What follows belongs to an exercise in optimizing a design on an open flow for small area and a short achievable clock period; a production flow would make more cautious choices. The RTL of this run was laid out without a check of its function.

## design/flow/design.v

```verilog
module conv0(input wire [2:0] i, output wire [3:0] o);
assign o[0] = i[0] | (~i[1] & ~i[2]);
assign o[1] = (~i[0] & ~i[1]) | (i[0] & i[1]) | i[2];
assign o[2] = (~i[0] & i[2]) | (i[0] & i[1] & ~i[2]);
assign o[3] = ~i[0] | ~i[2];
endmodule
module step0(input wire [3:0] i, output wire [3:0] o);
assign o[0] = (i[1] & i[3]) | (~i[2] & ~i[3]);
assign o[1] = ~i[0] | (~i[1] & ~i[3]) | (i[1] & ~i[2] & i[3]);
assign o[2] = (~i[0] & i[1]) | (~i[0] & i[3]) | (i[0] & ~i[1] & ~i[3]);
assign o[3] = (i[0] & ~i[2]) | (i[1] & ~i[2]) | (~i[2] & i[3]);
endmodule
module conv1(input wire [3:0] i, output wire [3:0] o);
assign o[0] = (~i[0] & ~i[1] & i[2]) | (i[0] & i[1] & i[2]) | (~i[0] & i[1] & i[3]) | (i[0] & ~i[1] & ~i[2] & i[3]);
assign o[1] = (i[0] & i[1]) | (i[1] & ~i[2]) | (~i[0] & ~i[1] & i[2]) | ~i[3];
assign o[2] = (i[0] & i[1] & ~i[2]) | (~i[0] & ~i[1] & i[2]) | ~i[3];
assign o[3] = (i[0] & i[1] & ~i[2]) | (i[2] & i[3]);
endmodule
module conv2(input wire [2:0] i, output wire [3:0] o);
assign o[0] = (~i[0] & i[1]) | (~i[0] & i[2]) | (i[1] & i[2]) | (i[0] & ~i[1] & ~i[2]);
assign o[1] = (i[0] & i[1]) | (i[1] & ~i[2]) | (~i[0] & ~i[1] & i[2]);
assign o[2] = (i[0] & i[1] & ~i[2]) | (~i[0] & ~i[1] & i[2]);
assign o[3] = (i[0] & i[1]) | i[2];
endmodule
module conv3(input wire [2:0] i, output wire [3:0] o);
assign o[0] = ~i[0] | (~i[1] & ~i[2]) | (i[1] & i[2]);
assign o[1] = (~i[0] & ~i[1]) | (i[0] & i[1]) | (~i[0] & ~i[2]);
assign o[2] = (~i[0] & ~i[1]) | (i[0] & i[1] & ~i[2]);
assign o[3] = (i[0] & i[1]) | i[2];
endmodule
module stepout0(input wire [3:0] i, output wire [3:0] o);
assign o[0] = (i[2] & i[3]) | (i[0] & ~i[2] & ~i[3]);
assign o[1] = (i[0] & ~i[1]) | (~i[0] & i[1] & i[3]) | (i[0] & i[2] & ~i[3]);
assign o[2] = (~i[0] & i[1] & ~i[3]) | (~i[0] & ~i[1] & i[3]);
assign o[3] = (i[0] & ~i[2]) | (i[1] & ~i[2]) | (~i[2] & i[3]);
endmodule
module hex_to_dec(
    input wire clk_25MHz,
    input wire [31: 0]hex,
    output wire [31: 0]dec
);
reg s0_h;
reg s0_r0;
reg s0_r1;
reg s0_r2;
reg s1_h;
reg s1_r0;
reg s1_r1;
reg s1_r2;
reg s2_h;
reg s2_r0;
reg s2_r1;
reg s2_r2;
reg s3_h;
reg s3_r0;
reg s3_r1;
reg s3_r2;
reg s4_0;
reg s4_1;
reg s4_2;
reg s_x10;
reg s_x9;
reg s_x8;
reg s_x7;
reg s_x6;
reg s_x5;
reg s_x4;
reg s_x3;
reg s_x2;
reg s_x1;
reg s_x0;
wire [3:0] n1;
conv0 u1(.i({hex[26],hex[25],hex[24]}), .o(n1));
wire [3:0] n2;
step0 u2(.i({~hex[23],n1[2],n1[1],n1[0]}), .o(n2));
wire [3:0] n3;
step0 u3(.i({~hex[22],n2[2],n2[1],n2[0]}), .o(n3));
wire [3:0] n4;
step0 u4(.i({~hex[21],n3[2],n3[1],n3[0]}), .o(n4));
wire [3:0] n5;
step0 u5(.i({~hex[20],n4[2],n4[1],n4[0]}), .o(n5));
wire [3:0] n6;
step0 u6(.i({~hex[19],n5[2],n5[1],n5[0]}), .o(n6));
wire [3:0] n7;
conv1 u7(.i({n1[3],n2[3],n3[3],n4[3]}), .o(n7));
wire [3:0] n8;
step0 u8(.i({n5[3],n7[2],n7[1],n7[0]}), .o(n8));
wire [3:0] n9;
step0 u9(.i({~hex[18],n6[2],n6[1],n6[0]}), .o(n9));
wire [3:0] n10;
step0 u10(.i({n6[3],n8[2],n8[1],n8[0]}), .o(n10));
wire [3:0] n11;
step0 u11(.i({~hex[17],n9[2],n9[1],n9[0]}), .o(n11));
wire [3:0] n12;
step0 u12(.i({n9[3],n10[2],n10[1],n10[0]}), .o(n12));
wire [3:0] n13;
step0 u13(.i({~hex[16],n11[2],n11[1],n11[0]}), .o(n13));
wire [3:0] n14;
step0 u14(.i({n11[3],n12[2],n12[1],n12[0]}), .o(n14));
wire [3:0] n15;
conv2 u15(.i({n7[3],n8[3],n10[3]}), .o(n15));
wire [3:0] n16;
step0 u16(.i({n12[3],n15[2],n15[1],n15[0]}), .o(n16));
wire [3:0] n17;
step0 u17(.i({~hex[15],n13[2],n13[1],n13[0]}), .o(n17));
wire [3:0] n18;
step0 u18(.i({n13[3],n14[2],n14[1],n14[0]}), .o(n18));
wire [3:0] n19;
step0 u19(.i({n14[3],n16[2],n16[1],n16[0]}), .o(n19));
wire [3:0] n20;
step0 u20(.i({~hex[14],n17[2],n17[1],n17[0]}), .o(n20));
wire [3:0] n21;
step0 u21(.i({n17[3],n18[2],n18[1],n18[0]}), .o(n21));
wire [3:0] n22;
step0 u22(.i({n18[3],n19[2],n19[1],n19[0]}), .o(n22));
wire [3:0] n23;
step0 u23(.i({~hex[13],n20[2],n20[1],n20[0]}), .o(n23));
wire [3:0] n24;
step0 u24(.i({n20[3],n21[2],n21[1],n21[0]}), .o(n24));
wire [3:0] n25;
step0 u25(.i({n21[3],n22[2],n22[1],n22[0]}), .o(n25));
wire [3:0] n26;
conv3 u26(.i({n15[3],n16[3],n19[3]}), .o(n26));
wire [3:0] n27;
step0 u27(.i({n22[3],n26[2],n26[1],n26[0]}), .o(n27));
wire [3:0] n28;
step0 u28(.i({~hex[12],n23[2],n23[1],n23[0]}), .o(n28));
wire [3:0] n29;
step0 u29(.i({n23[3],n24[2],n24[1],n24[0]}), .o(n29));
wire [3:0] n30;
step0 u30(.i({n24[3],n25[2],n25[1],n25[0]}), .o(n30));
wire [3:0] n31;
step0 u31(.i({n25[3],n27[2],n27[1],n27[0]}), .o(n31));
wire [3:0] n32;
step0 u32(.i({~hex[11],n28[2],n28[1],n28[0]}), .o(n32));
wire [3:0] n33;
step0 u33(.i({n28[3],n29[2],n29[1],n29[0]}), .o(n33));
wire [3:0] n34;
step0 u34(.i({n29[3],n30[2],n30[1],n30[0]}), .o(n34));
wire [3:0] n35;
step0 u35(.i({n30[3],n31[2],n31[1],n31[0]}), .o(n35));
wire [3:0] n36;
step0 u36(.i({~s_x10,s0_r2,s0_r1,s0_r0}), .o(n36));
wire [3:0] n37;
step0 u37(.i({s0_h,s1_r2,s1_r1,s1_r0}), .o(n37));
wire [3:0] n38;
step0 u38(.i({s1_h,s2_r2,s2_r1,s2_r0}), .o(n38));
wire [3:0] n39;
step0 u39(.i({s2_h,s3_r2,s3_r1,s3_r0}), .o(n39));
wire [3:0] n40;
step0 u40(.i({~s_x9,n36[2],n36[1],n36[0]}), .o(n40));
wire [3:0] n41;
step0 u41(.i({n36[3],n37[2],n37[1],n37[0]}), .o(n41));
wire [3:0] n42;
step0 u42(.i({n37[3],n38[2],n38[1],n38[0]}), .o(n42));
wire [3:0] n43;
step0 u43(.i({n38[3],n39[2],n39[1],n39[0]}), .o(n43));
wire [3:0] n44;
conv1 u44(.i({s4_2,s4_1,s4_0,s3_h}), .o(n44));
wire [3:0] n45;
step0 u45(.i({n39[3],n44[2],n44[1],n44[0]}), .o(n45));
wire [3:0] n46;
step0 u46(.i({~s_x8,n40[2],n40[1],n40[0]}), .o(n46));
wire [3:0] n47;
step0 u47(.i({n40[3],n41[2],n41[1],n41[0]}), .o(n47));
wire [3:0] n48;
step0 u48(.i({n41[3],n42[2],n42[1],n42[0]}), .o(n48));
wire [3:0] n49;
step0 u49(.i({n42[3],n43[2],n43[1],n43[0]}), .o(n49));
wire [3:0] n50;
step0 u50(.i({n43[3],n45[2],n45[1],n45[0]}), .o(n50));
wire [3:0] n51;
step0 u51(.i({~s_x7,n46[2],n46[1],n46[0]}), .o(n51));
wire [3:0] n52;
step0 u52(.i({n46[3],n47[2],n47[1],n47[0]}), .o(n52));
wire [3:0] n53;
step0 u53(.i({n47[3],n48[2],n48[1],n48[0]}), .o(n53));
wire [3:0] n54;
step0 u54(.i({n48[3],n49[2],n49[1],n49[0]}), .o(n54));
wire [3:0] n55;
step0 u55(.i({n49[3],n50[2],n50[1],n50[0]}), .o(n55));
wire [3:0] n56;
step0 u56(.i({~s_x6,n51[2],n51[1],n51[0]}), .o(n56));
wire [3:0] n57;
step0 u57(.i({n51[3],n52[2],n52[1],n52[0]}), .o(n57));
wire [3:0] n58;
step0 u58(.i({n52[3],n53[2],n53[1],n53[0]}), .o(n58));
wire [3:0] n59;
step0 u59(.i({n53[3],n54[2],n54[1],n54[0]}), .o(n59));
wire [3:0] n60;
step0 u60(.i({n54[3],n55[2],n55[1],n55[0]}), .o(n60));
wire [3:0] n61;
conv2 u61(.i({n44[3],n45[3],n50[3]}), .o(n61));
wire [3:0] n62;
step0 u62(.i({n55[3],n61[2],n61[1],n61[0]}), .o(n62));
wire [3:0] n63;
step0 u63(.i({~s_x5,n56[2],n56[1],n56[0]}), .o(n63));
wire [3:0] n64;
step0 u64(.i({n56[3],n57[2],n57[1],n57[0]}), .o(n64));
wire [3:0] n65;
step0 u65(.i({n57[3],n58[2],n58[1],n58[0]}), .o(n65));
wire [3:0] n66;
step0 u66(.i({n58[3],n59[2],n59[1],n59[0]}), .o(n66));
wire [3:0] n67;
step0 u67(.i({n59[3],n60[2],n60[1],n60[0]}), .o(n67));
wire [3:0] n68;
step0 u68(.i({n60[3],n62[2],n62[1],n62[0]}), .o(n68));
wire [3:0] n69;
step0 u69(.i({~s_x4,n63[2],n63[1],n63[0]}), .o(n69));
wire [3:0] n70;
step0 u70(.i({n63[3],n64[2],n64[1],n64[0]}), .o(n70));
wire [3:0] n71;
step0 u71(.i({n64[3],n65[2],n65[1],n65[0]}), .o(n71));
wire [3:0] n72;
step0 u72(.i({n65[3],n66[2],n66[1],n66[0]}), .o(n72));
wire [3:0] n73;
step0 u73(.i({n66[3],n67[2],n67[1],n67[0]}), .o(n73));
wire [3:0] n74;
step0 u74(.i({n67[3],n68[2],n68[1],n68[0]}), .o(n74));
wire [3:0] n75;
step0 u75(.i({~s_x3,n69[2],n69[1],n69[0]}), .o(n75));
wire [3:0] n76;
step0 u76(.i({n69[3],n70[2],n70[1],n70[0]}), .o(n76));
wire [3:0] n77;
step0 u77(.i({n70[3],n71[2],n71[1],n71[0]}), .o(n77));
wire [3:0] n78;
step0 u78(.i({n71[3],n72[2],n72[1],n72[0]}), .o(n78));
wire [3:0] n79;
step0 u79(.i({n72[3],n73[2],n73[1],n73[0]}), .o(n79));
wire [3:0] n80;
step0 u80(.i({n73[3],n74[2],n74[1],n74[0]}), .o(n80));
wire [3:0] n81;
conv3 u81(.i({n61[3],n62[3],n68[3]}), .o(n81));
wire [3:0] n82;
step0 u82(.i({n74[3],n81[2],n81[1],n81[0]}), .o(n82));
wire [3:0] n83;
step0 u83(.i({~s_x2,n75[2],n75[1],n75[0]}), .o(n83));
wire [3:0] n84;
step0 u84(.i({n75[3],n76[2],n76[1],n76[0]}), .o(n84));
wire [3:0] n85;
step0 u85(.i({n76[3],n77[2],n77[1],n77[0]}), .o(n85));
wire [3:0] n86;
step0 u86(.i({n77[3],n78[2],n78[1],n78[0]}), .o(n86));
wire [3:0] n87;
step0 u87(.i({n78[3],n79[2],n79[1],n79[0]}), .o(n87));
wire [3:0] n88;
step0 u88(.i({n79[3],n80[2],n80[1],n80[0]}), .o(n88));
wire [3:0] n89;
step0 u89(.i({n80[3],n82[2],n82[1],n82[0]}), .o(n89));
wire [3:0] n90;
stepout0 u90(.i({~s_x1,n83[2],n83[1],n83[0]}), .o(n90));
wire [3:0] n91;
stepout0 u91(.i({n83[3],n84[2],n84[1],n84[0]}), .o(n91));
wire [3:0] n92;
stepout0 u92(.i({n84[3],n85[2],n85[1],n85[0]}), .o(n92));
wire [3:0] n93;
stepout0 u93(.i({n85[3],n86[2],n86[1],n86[0]}), .o(n93));
wire [3:0] n94;
stepout0 u94(.i({n86[3],n87[2],n87[1],n87[0]}), .o(n94));
wire [3:0] n95;
stepout0 u95(.i({n87[3],n88[2],n88[1],n88[0]}), .o(n95));
wire [3:0] n96;
stepout0 u96(.i({n88[3],n89[2],n89[1],n89[0]}), .o(n96));
always @(posedge clk_25MHz) begin
    s0_h <= n32[3];
    s0_r0 <= n32[0];
    s0_r1 <= n32[1];
    s0_r2 <= n32[2];
    s1_h <= n33[3];
    s1_r0 <= n33[0];
    s1_r1 <= n33[1];
    s1_r2 <= n33[2];
    s2_h <= n34[3];
    s2_r0 <= n34[0];
    s2_r1 <= n34[1];
    s2_r2 <= n34[2];
    s3_h <= n35[3];
    s3_r0 <= n35[0];
    s3_r1 <= n35[1];
    s3_r2 <= n35[2];
    s4_0 <= n31[3];
    s4_1 <= n27[3];
    s4_2 <= n26[3];
    s_x10 <= hex[10];
    s_x9 <= hex[9];
    s_x8 <= hex[8];
    s_x7 <= hex[7];
    s_x6 <= hex[6];
    s_x5 <= hex[5];
    s_x4 <= hex[4];
    s_x3 <= hex[3];
    s_x2 <= hex[2];
    s_x1 <= hex[1];
    s_x0 <= hex[0];
end
assign dec = {{~n81[3],~n82[3],~n89[3],~n96[3]}, {n96[2],n96[1],n96[0],~n95[3]}, {n95[2],n95[1],n95[0],~n94[3]}, {n94[2],n94[1],n94[0],~n93[3]}, {n93[2],n93[1],n93[0],~n92[3]}, {n92[2],n92[1],n92[0],~n91[3]}, {n91[2],n91[1],n91[0],~n90[3]}, {n90[2],n90[1],n90[0],s_x0}};
endmodule
```

## design/flow/flow/run.sh

```bash
#!/bin/bash
# Layout flow: the standard layout (standard.sh) with three changes.
# 1. Synthesis maps each module's logic with flow/abc_area.script instead of
#    ORFS's abc_area.script: the design is synthesized one module at a time
#    (SYNTH_HIERARCHICAL 1) and its modules are small cells, so ABC can
#    collapse each one to its function and map that for area.  To do so the
#    synthesis step runs on a copy of ORFS's scripts folder in which only
#    abc_area.script differs; synthesis is otherwise the standard one
#    (synth_recipe.tcl: -nofsm -noshare, flattened, renamed).
# 2. After synthesis, cells whose next drive strength has the same area are
#    swapped to it (o21ai_0 -> o21ai_1 and so on, see flow/swap.tcl).
# 3. The buffers the flow puts on every input and output port are buf_1
#    cells instead of the resizer's default choice (a 10 um2 delay buffer).
# Each step's full output goes to a log file of its own in this folder.
set -euo pipefail
rm -rf scripts_local
mkdir -p scripts_local
cp -r "$FLOW_HOME/scripts/." scripts_local/
cp flow/abc_area.script scripts_local/abc_area.script
args=(BUFFER_PORTS_ARGS="-buffer_cell sky130_fd_sc_hd__buf_1")
bash standard.sh "${args[@]}" SCRIPTS_DIR="$PWD/scripts_local" synth > standard_synth.log 2>&1
res=orfs/results/$FLOW_PLATFORM/hex_to_dec/base
SWAP_DB=$res/1_synth.odb openroad -no_init -exit flow/swap.tcl > swap.log 2>&1
bash standard.sh "${args[@]}" finish > standard_finish.log 2>&1
```

## design/flow/flow/abc_area.script

```
collapse
strash
dch -f
map -a
```

## design/flow/flow/swap.tcl

```tcl
# Swap cells for the same-area next drive strength in the synthesized design.
set pairs {
  sky130_fd_sc_hd__o21ai_0 sky130_fd_sc_hd__o21ai_1
  sky130_fd_sc_hd__a21boi_0 sky130_fd_sc_hd__a21boi_1
  sky130_fd_sc_hd__and2_0 sky130_fd_sc_hd__and2_1
  sky130_fd_sc_hd__or2_0 sky130_fd_sc_hd__or2_2
  sky130_fd_sc_hd__or2_1 sky130_fd_sc_hd__or2_2
  sky130_fd_sc_hd__o311ai_0 sky130_fd_sc_hd__o311ai_1
  sky130_fd_sc_hd__a21bo_1 sky130_fd_sc_hd__a21bo_2
  sky130_fd_sc_hd__a31o_1 sky130_fd_sc_hd__a31o_2
  sky130_fd_sc_hd__mux2_1 sky130_fd_sc_hd__mux2_2
  sky130_fd_sc_hd__o211a_1 sky130_fd_sc_hd__o211a_2
  sky130_fd_sc_hd__o21ba_1 sky130_fd_sc_hd__o21ba_2
  sky130_fd_sc_hd__o221a_1 sky130_fd_sc_hd__o221a_2
  sky130_fd_sc_hd__or3b_1 sky130_fd_sc_hd__or3b_2
  sky130_fd_sc_hd__or4b_1 sky130_fd_sc_hd__or4b_2
  sky130_fd_sc_hd__and4bb_1 sky130_fd_sc_hd__and4bb_2
}
if {[info exists ::env(SWAP_EXTRA)]} { lappend pairs {*}$::env(SWAP_EXTRA) }
read_db $::env(SWAP_DB)
set db [ord::get_db]
set block [ord::get_db_block]
array set to {}
foreach {a b} $pairs { set to($a) $b }
set n 0
foreach inst [$block getInsts] {
  set m [[$inst getMaster] getName]
  if {[info exists to($m)]} {
    set nm [$db findMaster $to($m)]
    if {$nm ne "NULL" && $nm ne ""} {
      $inst swapMaster $nm
      incr n
    }
  }
}
puts "swapped $n cells"
write_db $::env(SWAP_DB)
```

## design/flow/standard.sh

```bash
#!/bin/bash
# synth_recipe.tcl (not shown) runs the flow's synth.tcl, then flattens the netlist and writes it again
# the make line also repeats each setting of config.mk as NAME=value (left out here)
make -C /OpenROAD-flow-scripts/flow DESIGN_CONFIG=/design/flow/config.mk WORK_HOME=/design/flow/orfs CLKGATE_MAP_FILE= SYNTH_SCRIPT=/design/flow/synth_recipe.tcl "${@:-finish}"
```

## design/flow/config.mk

```make
export PLATFORM = sky130hd
export DESIGN_NAME = hex_to_dec
export DESIGN_NICKNAME = hex_to_dec
export VERILOG_FILES = /design/flow/design.v
export SDC_FILE = /design/flow/constraint.sdc
export NUM_CORES = 4
export LEC_CHECK = 0
export ABC_AREA = 1
export CAP_MARGIN = 20
export CORE_MARGIN = 2
export CORE_UTILIZATION = 40
export CTS_BUF_LIST = sky130_fd_sc_hd__clkbuf_4
export SLEW_MARGIN = 20
export SYNTH_HIERARCHICAL = 1
export SYNTH_MINIMUM_KEEP_SIZE = 0
```

## design/flow/constraint.sdc

```tcl
create_clock -name core_clock -period 75.0 [get_ports {clk_25MHz}]
set_input_delay 15.0000 -clock core_clock [delete_from_list [all_inputs] [get_ports {clk_25MHz}]]
set_output_delay 15.0000 -clock core_clock [all_outputs]
set_load 0.01 [all_outputs]
```

==> qor.yml <==
core_area_um2: 11500
drv_cap: 0
setup_ws_ps: 54660
yosysWarnings: 7
num-fill-cells: 1223
overflow: 0
hold_buffers: 0
finalNonFillerCells: 1066
crit_fanout: 4
std_cell_rows: 39
top_layer: "met4"
critPathSlowestCell: "ha_1"
num_vias: 5052
area_growth_pct: 9.45
min_from: "hex[10]"
port_buffers: 59
grt_pass1_wl_um: 15100
final_hold_viol_count: 0
max_stage_delay_ps: 280
path_clk_slew_ps: 90
dpl-instance-area_um2: 5120
relSlewSlack_pct: 76.9
cts.sinks: 30
die_area_um2: 12700
dp_hpwl_um: 7120
synth.distinct_cells: 16
numCtsBuffers: 5
period_share_pct: 27.1
finalCriticalPeriod_ps: 20340
grt_max_degree: 11
h-tree-depth: 2
worstSetupStartpoint: "hex[24]"
wl_um: 7780
clockBufferDepth: 2
yosysSeqAreaShare_pct: 12.7
grt_usage_pct: 13.0
drt-vias-per-instance: 4.74
met3_length_um: 173
criticalPathCategory: "in2reg"
route.detailed.drc: 0
crit_arrival_ps: 20540
layout.cells.most_common: "nor2_1"
fin_tns_setup_ps: 0
dp_cells: 1058
synth_nets: 895
path_buf_inv: 13
worst_pin_slew_ps: 344
drive_gt1_share_pct: 0.758
gp_congestion: 0.748
multi_input_area_um2: 3600
antenna-diode-count: 0
avgSynthCellArea_um2: 5.52
setup_viol: 0
nets: 960
fin_area_um2: 5170
regArea_um2: 601
whs_endpoint: "s_x10$_DFF_P_"
start_util_pct: 41.2
wl_met2_um: 3380
hold_path.class: "in2reg"
hold_depth: 1
critical_path_required_ps: 75200
cp-end-kind: "flip-flop"
wirelength_met1_um: 4150
postCtsSetupBuffers: 0
root_buffer: "clkbuf_4"
fmax_mhz: 49.2
detail_route.first_pass.iterations: 4
antenna_found_initial: 0
die_y_um: 113
critical_path.top_delay_family: "simple AND/OR/NAND/NOR gates"
ctsResizeCount: 0
ant_nets: 0
syn_area_um2: 4730
drv_slew: 0
grt_pass1_vias: 4126
wl_per_cell_um: 7.30
crit_path_start_kind: "primary input"
mostFrequentLayoutCells: "nor2_1 (255), clkinv_1 (140), nand2_1 (111)"
ys_ff_latch: 30
cts_tree: "done"
dr.first_iter.drc_count: 112
syn_inst: 857
cp_common_cell: "nor2_1"
io_pins: 65
status: "complete, no violations"
rsz0062_at_grt: "false"
place_ws_ps: 54280
die_x_um: 113
## cell families (layout without fill, tap and decap cells)
| logic type | count (synthesis) | after routing | share of synthesized area (%) |
|---|---|---|---|
| AND/OR/NAND/NOR | 370 | 370 | 29.5 |
| XOR/XNOR | 86 | 86 | 15.9 |
| AO/OA/AOI/OAI | 226 | 226 | 29.4 |
| flip-flops | 30 | 30 | 12.7 |
| buffers and inverters | 140 | 206 | 11.2 |
| adder cells (fa/ha/maj) | 5 | 5 | 1.32 |
## how the worst max path moves through the flow
stage | endpoint | slack, ps | cells past startpoint
after detailed placement | s3_h$_DFF_P_ | 54280 | 46
after floorplan | s3_h$_DFF_P_ | 55040 | 45
after CTS | s3_h$_DFF_P_ | 54620 | 46
final | s3_h$_DFF_P_ | 54660 | 46
after global routing | s3_h$_DFF_P_ | 53740 | 46
after global placement | s3_h$_DFF_P_ | 54310 | 46
## per-module statistics from Yosys, one instance, submodules excluded
module,cell area (um^2),flip-flops and latches,cells inside
stepout0,45.0,0,9
hex_to_dec,732,30,64
conv1,58.8,0,12
conv2,51.3,0,10
conv3,68.8,0,12
conv0,38.8,0,6
step0,40.0,0,8
## stage by stage
step / utilization (%) / hold WS [ps]
final: 45.1 / 14760
after floorplan: - / 15030
after global routing: 45.1 / 14730
after CTS: 45.1 / 14740
after detailed placement: 44.6 / 15100
after global placement: 44.6 / 15090
## Yosys cell counts
cell | number | area share, %
nor2_1 | 255 | 20
clkinv_1 | 139 | 11
nand2_1 | 111 | 8.8
o21ai_0 | 88 | 9.3
o211ai_1 | 86 | 14
xnor2_1 | 84 | 16
a21oi_1 | 32 | 3.4
dfxtp_1 | 30 | 13
o21a_1 | 8 | 1.3
a31oi_1 | 7 | 0.93
ha_1 | 5 | 1.3
o21bai_1 | 5 | 0.79
nand3_1 | 2 | 0.21
nor3_1 | 2 | 0.21
xor2_1 | 2 | 0.37
buf_4 | 1 | 0.16
## area by class of cell
cell class	count	share of cell area, %
clock buffer	5	0.726
clock inverter	3	0.314
timing repair buffer	59	4.28
multi-input combinational	687	69.5
sequential	30	11.6
tap	143	3.46
inverter	139	10.1
## routing by layer
metal  global-route usage [%]  vias up
li1                         -     2972
met1                     17.6     2022
met5                        0        -
met2                     22.2       50
met4                     3.17        0
met3                     1.12        8

-- re-timing with driven ports --
How much do the figures lean on ideal ports? The routed layout below was timed once more, with nothing changed but the port constraints.
Step 1 sets driving cells, clkbuf_16 on the clock port and buf_2 on the other inputs (assumed; they add their load-dependent delay and slew).
Step 2 moves the port delays by t, midway between the first and last clock arrival at a register: inputs arrive t later, outputs are due t later. That takes back most of the time a late clock gives input paths.
a / b / c = ideal / step 1 / step 2; a / b = the first two.
shift t [ns]: 0.340
setup WS [ns]: 54.659 / 54.665 / 54.325
worst hold slack (ns): 14.764 / 14.759 / 15.098
worst setup path after step 2: input to register
worst register clock-pin slew, ns: 0.09 / 0.09
After both steps setup and hold are still met in this run. For this run, drivers alone change the setup slack by +0.006 ns; drivers and shift together by -0.334 ns.
